Background: an optimization exercise with open tools, aiming at a short achievable clock period and few clock cycles. Do not read the settings as production practice.
Only simulation tests tie the RTL to the original design; equivalence was not proved.
No activity file was given, so power comes from the tool's default toggle rates.

==> trial 90: inputs <==
==> flow/design.v <==
`timescale 1ns / 1ps
module PCPU (
    input clk,
    input rst,
    input [31:0] Data_in,
    input [31:0] inst_in,
    output [3:0] MemRW_out,
    output [31:0] PC_out_IF,
    output [31:0] Data_to_Mem,
    output [31:0] Addr_out
);
    reg [31:0] pc;           
    reg        e_sq;         
    reg        e_pt;         
    reg        e_rf;         
    reg        np;           
    reg        e_auipc0;     
    reg [31:0] e_a, e_imm, e_pc, e_pc4;
    reg [31:0] e_r2, e_b2, e_s2;
    reg        b_rf_q, s_rf_q;
    reg [4:0]  e_rd;
    reg        e_lb, e_lh, e_lbu, e_lhu;
    reg        e_wen, e_load, e_sb, e_sh, e_sw, e_jal, e_jalr;
    reg        r_j, r_eq, r_ne, r_lt, r_ge, r_ltu, r_geu;
    reg        fa_m, fb_m, fs_m;    
    reg        c_ar, c_ab, c_mr, c_mb, c_am, c_mm;  
    reg        s_add, s_sub, s_sll, s_slt, s_sltu, s_xor, s_srl, s_sra;
    reg        s_or, s_and, s_lui, s_auipc, s_link;
    reg [31:0] m_res, m_sd;
    reg [31:0] m_addr;    
    reg [3:0]  m_be;
    reg [4:0]  m_rd;
    reg        m_wen, m_load, m_lb, m_lh, m_lbu, m_lhu;
    reg [31:0] w_val;
    reg [4:0]  w_rd;
    reg        w_wen;
    wire [31:0] rf [0:31];
    assign rf[0] = 32'b0;
    genvar g;
    generate
        for (g = 1; g < 32; g = g + 1) begin : gen_reg
            reg [31:0] r;
            always @(posedge clk or posedge rst) begin
                if (rst) r <= 32'b0;
                else if (w_wen && w_rd == g) r <= w_val;
            end
            assign rf[g] = r;
        end
    endgenerate
    wire [31:0] fpc = pc;
    wire [31:0] fpc4 = fpc + 32'd4;
    assign PC_out_IF = fpc;
    wire [31:0] ins = inst_in;
    wire [4:0]  opc = ins[6:2];
    wire [2:0]  f3  = ins[14:12];
    wire [4:0]  rd  = ins[11:7];
    wire [4:0]  rs1 = ins[19:15];
    wire [4:0]  rs2 = ins[24:20];
    wire d_lui   = opc == 5'b01101;
    wire d_auipc = opc == 5'b00101;
    wire d_jal   = opc == 5'b11011;
    wire d_jalr  = opc == 5'b11001;
    wire d_br    = opc == 5'b11000;
    wire d_load  = opc == 5'b00000;
    wire d_store = opc == 5'b01000;
    wire d_opimm = opc == 5'b00100;
    wire d_op    = opc == 5'b01100;
    wire d_alu   = d_op | d_opimm;
    wire d_wen  = (d_lui | d_auipc | d_jal | d_jalr | d_load | d_alu) && rd != 5'd0;
    wire d_use1 = d_jalr | d_br | d_load | d_store | d_alu;
    wire d_use2 = d_br | d_store | d_op;
    wire d_bimm = d_opimm | d_load | d_store | d_jalr;
    wire [31:0] imm_i = {{21{ins[31]}}, ins[30:20]};
    wire [31:0] imm_s = {{21{ins[31]}}, ins[30:25], ins[11:7]};
    wire [31:0] imm_b = {{20{ins[31]}}, ins[7], ins[30:25], ins[11:8], 1'b0};
    wire [31:0] imm_u = {ins[31:12], 12'b0};
    wire [31:0] imm_j = {{12{ins[31]}}, ins[19:12], ins[20], ins[30:21], 1'b0};
    wire [31:0] d_imm = d_store ? imm_s :
                        d_br ? imm_b :
                        (d_lui | d_auipc) ? imm_u :
                        d_jal ? imm_j : imm_i;
    wire e_v = ~e_sq;
    wire a_hit_e = e_wen && e_v && e_rd == rs1;
    wire a_hit_m = m_wen && m_rd == rs1;
    wire a_hit_w = w_wen && w_rd == rs1;
    wire b_hit_e = e_wen && e_v && e_rd == rs2;
    wire b_hit_m = m_wen && m_rd == rs2;
    wire b_hit_w = w_wen && w_rd == rs2;
    wire stall = e_load && e_v && ((d_use1 && a_hit_e) || (d_use2 && b_hit_e));
    wire [31:0] tgt  = e_pc + e_imm;    
    wire [10:0] j_lo = {1'b0, fpc[9:0]} + {1'b0, imm_j[9:0]};
    wire [10:0] b_lo = {1'b0, fpc[9:0]} + {1'b0, imm_b[9:0]};
    wire [10:0] r_lo = {1'b0, e_pc[9:0]} + {1'b0, imm_i[9:0]};
    wire j_small = imm_j[31:10] == {22{imm_j[31]}};
    wire b_small = imm_b[31:10] == {22{1'b1}};
    wire r_small = imm_i[31:10] == {22{imm_i[31]}};
    wire nowrap = ~&fpc[9:2];
    wire p_jal = d_jal & j_small;
    wire p_br  = d_br & b_small;
    wire p_jr  = d_jalr & e_auipc0 & ~&e_pc[9:2] & a_hit_e & r_small;
    wire ptaken = (p_jal | p_br | p_jr) & nowrap & ~np;
    wire t_bad = d_jalr ? r_lo[10] != imm_i[31] :
                 d_jal  ? j_lo[10] != imm_j[31] : ~b_lo[10];
    wire [9:0] ptgt = d_jalr ? r_lo[9:0] : d_jal ? j_lo[9:0] : b_lo[9:0];
    wire [31:0] A = fa_m ? m_res : e_a;
    wire [31:0] e_b = b_rf_q ? e_r2 : e_b2;
    wire [31:0] e_s = s_rf_q ? e_r2 : e_s2;
    wire [31:0] B = fb_m ? m_res : e_b;
    wire [31:0] S = fs_m ? m_res : e_s;
    wire [31:0] sum_ar = e_a + e_r2;
    wire [31:0] sum_ab = e_a + e_b2;
    wire [31:0] sum_mr = m_res + e_r2;
    wire [31:0] sum_mb = m_res + e_b2;
    wire [31:0] sum_am = e_a + m_res;
    wire [31:0] sum_mm = {m_res[30:0], 1'b0};
    wire [31:0] dif_ar = e_a - e_r2;
    wire [31:0] dif_ab = e_a - e_b2;
    wire [31:0] dif_mr = m_res - e_r2;
    wire [31:0] dif_mb = m_res - e_b2;
    wire [31:0] dif_am = e_a - m_res;
    wire [31:0] sum  = ({32{c_ar}} & sum_ar) | ({32{c_ab}} & sum_ab) |
                       ({32{c_mr}} & sum_mr) | ({32{c_mb}} & sum_mb) |
                       ({32{c_am}} & sum_am) | ({32{c_mm}} & sum_mm);
    wire [31:0] diff = ({32{c_ar}} & dif_ar) | ({32{c_ab}} & dif_ab) |
                       ({32{c_mr}} & dif_mr) | ({32{c_mb}} & dif_mb) |
                       ({32{c_am}} & dif_am);
    wire eq  = (c_ar & (e_a == e_r2)) | (c_ab & (e_a == e_b2)) |
               (c_mr & (m_res == e_r2)) | (c_mb & (m_res == e_b2)) |
               (c_am & (e_a == m_res)) | c_mm;
    wire lt  = (c_ar & ($signed(e_a) < $signed(e_r2))) | (c_ab & ($signed(e_a) < $signed(e_b2))) |
               (c_mr & ($signed(m_res) < $signed(e_r2))) | (c_mb & ($signed(m_res) < $signed(e_b2))) |
               (c_am & ($signed(e_a) < $signed(m_res)));
    wire ltu = (c_ar & (e_a < e_r2)) | (c_ab & (e_a < e_b2)) |
               (c_mr & (m_res < e_r2)) | (c_mb & (m_res < e_b2)) | (c_am & (e_a < m_res));
    wire [31:0] shl  = A << B[4:0];
    wire [31:0] shr  = A >> B[4:0];
    wire [31:0] sha  = $signed(A) >>> B[4:0];
    wire [31:0] res = ({32{s_add}} & sum) | ({32{s_sub}} & diff) |
                      ({32{s_sll}} & shl) | ({32{s_srl}} & shr) | ({32{s_sra}} & sha) |
                      {31'b0, (s_slt & lt) | (s_sltu & ltu)} |
                      ({32{s_xor}} & (A ^ B)) | ({32{s_or}} & (A | B)) | ({32{s_and}} & (A & B)) |
                      ({32{s_lui}} & e_imm) | ({32{s_auipc}} & tgt) | ({32{s_link}} & e_pc4);
    wire taken = e_v & (e_rf | r_j | (r_eq & eq) | (r_ne & ~eq) | (r_lt & lt) | (r_ge & ~lt) |
                        (r_ltu & ltu) | (r_geu & ~ltu));
    wire [31:0] npc = e_rf ? e_pc : e_jalr ? sum : e_pt ? e_pc4 : tgt;
    wire [3:0] x_be = e_sq ? 4'b0000 :
                      e_sw ? 4'b1111 :
                      e_sh ? (sum[1] ? 4'b1100 : 4'b0011) :
                      e_sb ? (4'b0001 << sum[1:0]) : 4'b0000;
    wire [31:0] x_sd = e_sb ? {4{S[7:0]}} : e_sh ? {2{S[15:0]}} : S;
    assign Addr_out = m_addr;
    assign MemRW_out = m_be;
    assign Data_to_Mem = m_sd;
    wire [31:0] dsh = Data_in >> {m_res[1:0], 3'b000};
    wire [31:0] ld = m_lb  ? {{24{dsh[7]}}, dsh[7:0]} :
                     m_lbu ? {24'b0, dsh[7:0]} :
                     m_lh  ? {{16{dsh[15]}}, dsh[15:0]} :
                     m_lhu ? {16'b0, dsh[15:0]} : Data_in;
    wire [31:0] m_val = m_load ? ld : m_res;
    wire [31:0] fd_next = stall ? pc : {fpc4[31:10], ptaken ? ptgt : fpc4[9:0]};
    wire        a_rf  = ~a_hit_m & ~a_hit_w;
    wire        s_rf  = ~b_hit_m & ~b_hit_w;
    wire        b_rf  = ~d_bimm & s_rf;
    wire [31:0] a_byp = a_hit_m ? m_val : w_val;
    wire [31:0] s_byp = b_hit_m ? m_val : w_val;
    wire [31:0] b_byp = d_bimm ? d_imm : s_byp;
    wire [31:0] rf1 = rf[rs1];
    wire [31:0] rf2 = rf[rs2];
    always @(posedge clk or posedge rst) begin
        if (rst) begin
            pc <= 32'b0;
            e_sq <= 1'b1;
            np <= 1'b0;
        end else begin
            np <= stall ? np : e_v & e_rf;
            pc <= taken ? npc : fd_next;
            e_sq <= taken | stall;
        end
    end
    always @(posedge clk or posedge rst) begin
        if (rst) begin
            e_a <= 0; e_r2 <= 0; e_b2 <= 0; e_s2 <= 0; b_rf_q <= 0; s_rf_q <= 0; e_imm <= 0; e_pc <= 0; e_pc4 <= 0; e_rd <= 0; e_pt <= 0; e_rf <= 0; e_auipc0 <= 0;
            e_lb <= 0; e_lh <= 0; e_lbu <= 0; e_lhu <= 0;
            e_wen <= 0; e_load <= 0; e_sb <= 0; e_sh <= 0; e_sw <= 0; e_jal <= 0; e_jalr <= 0;
            r_j <= 0; r_eq <= 0; r_ne <= 0; r_lt <= 0; r_ge <= 0; r_ltu <= 0; r_geu <= 0;
            fa_m <= 0; fb_m <= 0; fs_m <= 0;
            c_ar <= 0; c_ab <= 0; c_mr <= 0; c_mb <= 0; c_am <= 0; c_mm <= 0;
            s_add <= 0; s_sub <= 0; s_sll <= 0; s_slt <= 0; s_sltu <= 0; s_xor <= 0;
            s_srl <= 0; s_sra <= 0; s_or <= 0; s_and <= 0; s_lui <= 0; s_auipc <= 0; s_link <= 0;
        end else begin
            e_a <= a_rf ? rf1 : a_byp;
            e_r2 <= rf2;
            e_b2 <= b_byp;
            e_s2 <= s_byp;
            b_rf_q <= b_rf;
            s_rf_q <= s_rf;
            e_imm <= d_imm;
            e_pc <= fpc;
            e_pc4 <= fpc4;
            e_rd <= rd;
            e_pt <= ptaken;
            e_rf <= ptaken & t_bad;
            e_auipc0 <= d_auipc & d_wen & (ins[31:12] == 20'b0);
            e_lb  <= f3 == 3'd0;
            e_lh  <= f3 == 3'd1;
            e_lbu <= f3 == 3'd4;
            e_lhu <= f3 == 3'd5;
            fa_m <= a_hit_e;
            fb_m <= ~d_bimm & b_hit_e;
            fs_m <= b_hit_e;
            c_ar <= ~a_hit_e & ~(~d_bimm & b_hit_e) & b_rf;
            c_ab <= ~a_hit_e & ~(~d_bimm & b_hit_e) & ~b_rf;
            c_mr <=  a_hit_e & ~(~d_bimm & b_hit_e) & b_rf;
            c_mb <=  a_hit_e & ~(~d_bimm & b_hit_e) & ~b_rf;
            c_am <= ~a_hit_e &  (~d_bimm & b_hit_e);
            c_mm <=  a_hit_e &  (~d_bimm & b_hit_e);
            s_add  <= (d_op & f3 == 3'd0 & ~ins[30]) | (d_opimm & f3 == 3'd0) | d_load | d_store;
            s_sub  <= d_op & f3 == 3'd0 & ins[30];
            s_sll  <= d_alu & f3 == 3'd1;
            s_slt  <= d_alu & f3 == 3'd2;
            s_sltu <= d_alu & f3 == 3'd3;
            s_xor  <= d_alu & f3 == 3'd4;
            s_srl  <= d_alu & f3 == 3'd5 & ~ins[30];
            s_sra  <= d_alu & f3 == 3'd5 & ins[30];
            s_or   <= d_alu & f3 == 3'd6;
            s_and  <= d_alu & f3 == 3'd7;
            s_lui  <= d_lui;
            s_auipc <= d_auipc;
            s_link <= d_jal | d_jalr;
            e_wen  <= d_wen;
            e_load <= d_load;
            e_sb   <= d_store & f3 == 3'd0;
            e_sh   <= d_store & f3 == 3'd1;
            e_sw   <= d_store & f3 == 3'd2;
            e_jal  <= d_jal;
            e_jalr <= d_jalr;
            r_j   <= (d_jal | d_jalr) & ~ptaken;
            r_eq  <= d_br & (ptaken ? f3 == 3'd1 : f3 == 3'd0);
            r_ne  <= d_br & (ptaken ? f3 == 3'd0 : f3 == 3'd1);
            r_lt  <= d_br & (ptaken ? f3 == 3'd5 : f3 == 3'd4);
            r_ge  <= d_br & (ptaken ? f3 == 3'd4 : f3 == 3'd5);
            r_ltu <= d_br & (ptaken ? f3 == 3'd7 : f3 == 3'd6);
            r_geu <= d_br & (ptaken ? f3 == 3'd6 : f3 == 3'd7);
        end
    end
    always @(posedge clk or posedge rst) begin
        if (rst) begin
            m_res <= 0; m_addr <= 0; m_sd <= 0; m_be <= 0; m_rd <= 0;
            m_wen <= 0; m_load <= 0; m_lb <= 0; m_lh <= 0; m_lbu <= 0; m_lhu <= 0;
            w_val <= 0; w_rd <= 0; w_wen <= 0;
        end else begin
            m_res  <= res;
            m_addr <= sum;
            m_sd   <= x_sd;
            m_be   <= x_be;
            m_rd   <= e_rd;
            m_wen  <= e_wen & e_v & ~e_rf;
            m_load <= e_load & e_v;
            m_lb   <= e_load & e_lb;
            m_lh   <= e_load & e_lh;
            m_lbu  <= e_load & e_lbu;
            m_lhu  <= e_load & e_lhu;
            w_val  <= m_val;
            w_rd   <= m_rd;
            w_wen  <= m_wen;
        end
    end
endmodule
==> flow/flow/run.sh <==
#!/bin/bash
set -uo pipefail
bash standard.sh SETUP_SLACK_MARGIN=8 finish > standard_make.log 2>&1
==> flow/standard.sh <==
#!/bin/bash
# synth_recipe.tcl (not shown) runs the flow's synth.tcl, then flattens the netlist and writes it again
# the make line also repeats each setting of config.mk as NAME=value (left out here)
make -C /OpenROAD-flow-scripts/flow DESIGN_CONFIG=/design/flow/config.mk WORK_HOME=/design/flow/orfs CLKGATE_MAP_FILE= SYNTH_SCRIPT=/design/flow/synth_recipe.tcl "${@:-finish}"
==> flow/config.mk <==
export PLATFORM = sky130hd
export DESIGN_NAME = PCPU
export DESIGN_NICKNAME = PCPU
export VERILOG_FILES = /design/flow/design.v
export SDC_FILE = /design/flow/constraint.sdc
export NUM_CORES = 4
export LEC_CHECK = 0
export CAP_MARGIN = 20
export CORE_MARGIN = 2
export CORE_UTILIZATION = 40
export SLEW_MARGIN = 20
==> flow/constraint.sdc <==
create_clock -name core_clock -period 12.0 [get_ports {clk}]
set_input_delay 2.4000 -clock core_clock [delete_from_list [all_inputs] [get_ports {clk}]]
set_output_delay 2.4000 -clock core_clock [all_outputs]
set_load 0.01 [all_outputs]
==> inputs of trial 23, as changes to trial 90 <==
--- a/flow/design.v
+++ b/flow/design.v
@@ -24,6 +24,7 @@
     reg        r_j, r_eq, r_ne, r_lt, r_ge, r_ltu, r_geu;
     reg        fa_m, fb_m, fs_m;    
     reg        c_ar, c_ab, c_mr, c_mb, c_am, c_mm;  
+    reg        ka_ar, ka_ab, ka_mr, ka_mb, ka_am, ka_mm, kd_ar, kd_ab, kd_mr, kd_mb, kd_am;
     reg        s_add, s_sub, s_sll, s_slt, s_sltu, s_xor, s_srl, s_sra;
     reg        s_or, s_and, s_lui, s_auipc, s_link;
     reg [31:0] m_res, m_sd;
@@ -135,7 +136,10 @@
     wire [31:0] shl  = A << B[4:0];
     wire [31:0] shr  = A >> B[4:0];
     wire [31:0] sha  = $signed(A) >>> B[4:0];
-    wire [31:0] res = ({32{s_add}} & sum) | ({32{s_sub}} & diff) |
+    wire [31:0] res = ({32{ka_ar}} & sum_ar) | ({32{ka_ab}} & sum_ab) | ({32{ka_mr}} & sum_mr) |
+                      ({32{ka_mb}} & sum_mb) | ({32{ka_am}} & sum_am) | ({32{ka_mm}} & sum_mm) |
+                      ({32{kd_ar}} & dif_ar) | ({32{kd_ab}} & dif_ab) | ({32{kd_mr}} & dif_mr) |
+                      ({32{kd_mb}} & dif_mb) | ({32{kd_am}} & dif_am) |
                       ({32{s_sll}} & shl) | ({32{s_srl}} & shr) | ({32{s_sra}} & sha) |
                       {31'b0, (s_slt & lt) | (s_sltu & ltu)} |
                       ({32{s_xor}} & (A ^ B)) | ({32{s_or}} & (A | B)) | ({32{s_and}} & (A & B)) |
@@ -166,6 +170,15 @@
     wire [31:0] b_byp = d_bimm ? d_imm : s_byp;
     wire [31:0] rf1 = rf[rs1];
     wire [31:0] rf2 = rf[rs2];
+    wire d_add = (d_op & f3 == 3'd0 & ~ins[30]) | (d_opimm & f3 == 3'd0) | d_load | d_store;
+    wire d_sub = d_op & f3 == 3'd0 & ins[30];
+    wire n_bm = ~d_bimm & b_hit_e;
+    wire n_ar = ~a_hit_e & ~n_bm & b_rf;
+    wire n_ab = ~a_hit_e & ~n_bm & ~b_rf;
+    wire n_mr =  a_hit_e & ~n_bm & b_rf;
+    wire n_mb =  a_hit_e & ~n_bm & ~b_rf;
+    wire n_am = ~a_hit_e &  n_bm;
+    wire n_mm =  a_hit_e &  n_bm;
     always @(posedge clk or posedge rst) begin
         if (rst) begin
             pc <= 32'b0;
@@ -185,6 +198,8 @@
             r_j <= 0; r_eq <= 0; r_ne <= 0; r_lt <= 0; r_ge <= 0; r_ltu <= 0; r_geu <= 0;
             fa_m <= 0; fb_m <= 0; fs_m <= 0;
             c_ar <= 0; c_ab <= 0; c_mr <= 0; c_mb <= 0; c_am <= 0; c_mm <= 0;
+            ka_ar <= 0; ka_ab <= 0; ka_mr <= 0; ka_mb <= 0; ka_am <= 0; ka_mm <= 0;
+            kd_ar <= 0; kd_ab <= 0; kd_mr <= 0; kd_mb <= 0; kd_am <= 0;
             s_add <= 0; s_sub <= 0; s_sll <= 0; s_slt <= 0; s_sltu <= 0; s_xor <= 0;
             s_srl <= 0; s_sra <= 0; s_or <= 0; s_and <= 0; s_lui <= 0; s_auipc <= 0; s_link <= 0;
         end else begin
@@ -208,14 +223,14 @@
             fa_m <= a_hit_e;
             fb_m <= ~d_bimm & b_hit_e;
             fs_m <= b_hit_e;
-            c_ar <= ~a_hit_e & ~(~d_bimm & b_hit_e) & b_rf;
-            c_ab <= ~a_hit_e & ~(~d_bimm & b_hit_e) & ~b_rf;
-            c_mr <=  a_hit_e & ~(~d_bimm & b_hit_e) & b_rf;
-            c_mb <=  a_hit_e & ~(~d_bimm & b_hit_e) & ~b_rf;
-            c_am <= ~a_hit_e &  (~d_bimm & b_hit_e);
-            c_mm <=  a_hit_e &  (~d_bimm & b_hit_e);
-            s_add  <= (d_op & f3 == 3'd0 & ~ins[30]) | (d_opimm & f3 == 3'd0) | d_load | d_store;
-            s_sub  <= d_op & f3 == 3'd0 & ins[30];
+            c_ar <= n_ar; c_ab <= n_ab; c_mr <= n_mr;
+            c_mb <= n_mb; c_am <= n_am; c_mm <= n_mm;
+            s_add  <= d_add;
+            s_sub  <= d_sub;
+            ka_ar <= d_add & n_ar; ka_ab <= d_add & n_ab; ka_mr <= d_add & n_mr;
+            ka_mb <= d_add & n_mb; ka_am <= d_add & n_am; ka_mm <= d_add & n_mm;
+            kd_ar <= d_sub & n_ar; kd_ab <= d_sub & n_ab; kd_mr <= d_sub & n_mr;
+            kd_mb <= d_sub & n_mb; kd_am <= d_sub & n_am;
             s_sll  <= d_alu & f3 == 3'd1;
             s_slt  <= d_alu & f3 == 3'd2;
             s_sltu <= d_alu & f3 == 3'd3;
==> metrics.md <==
| Metric | Value |
|---|---|
| Worst path depth | 15 |
| Dpl cell area | 0.100 mm^2 |
| CP top delay family | simple AND/OR/NAND/NOR gates |
| LEAKAGE | 53.1 nW |
| FF+latch area | 0.0364 mm^2 |
| Largest net degree at the start of global routing | 187 |
| Yosys cell types | 100 |
| Status | complete, no violations |
[end of results for trial 90]
==> metrics.md <==
| Metric | Value |
|---|---|
| Yosys cell types | 108 |
| Worst path depth | 21 |
| CP top delay family | compound AO/OA/AOI/OAI gates |
| Status | complete, no violations |
| FF+latch area | 0.0366 mm^2 |
[end of results for trial 23]
Testbench counts of trial 90, summed over its fixed seeds: cycles 27,405.
Testbench counts of trial 23, summed over its fixed seeds: cycles 27,405.

## re-timing with driven ports
The results above use ideal ports. As a check the final layouts listed here were re-extracted and re-timed, cells and wires unchanged.
Step 1 (the two cells are an assumption about what drives the block):
set clk [get_ports {clk}]
set_driving_cell -lib_cell sky130_fd_sc_hd__clkbuf_16 $clk
set_driving_cell -lib_cell sky130_fd_sc_hd__buf_2 [delete_from_list [all_inputs] $clk]
Step 2 also shifts input and output timing later by t, the mid clock arrival at the registers, as if the neighbouring blocks saw the same clock.
Three values: ideal ports, drivers, drivers and shift; two values: the first two.
run	shift t [ns]	setup WS [ns]	worst setup path after step 2	worst register clock-pin slew, ns
trial 90	0.931	7.551 / 7.551 / 6.718	input to register	0.07 / 0.07
trial 23	0.906	7.322 / 7.322 / 6.547	input to register	0.08 / 0.08
After both steps every run listed still meets setup and hold. For trial 90, which loses most, drivers alone change the setup slack by 0.000 ns; drivers and shift together by -0.833 ns.
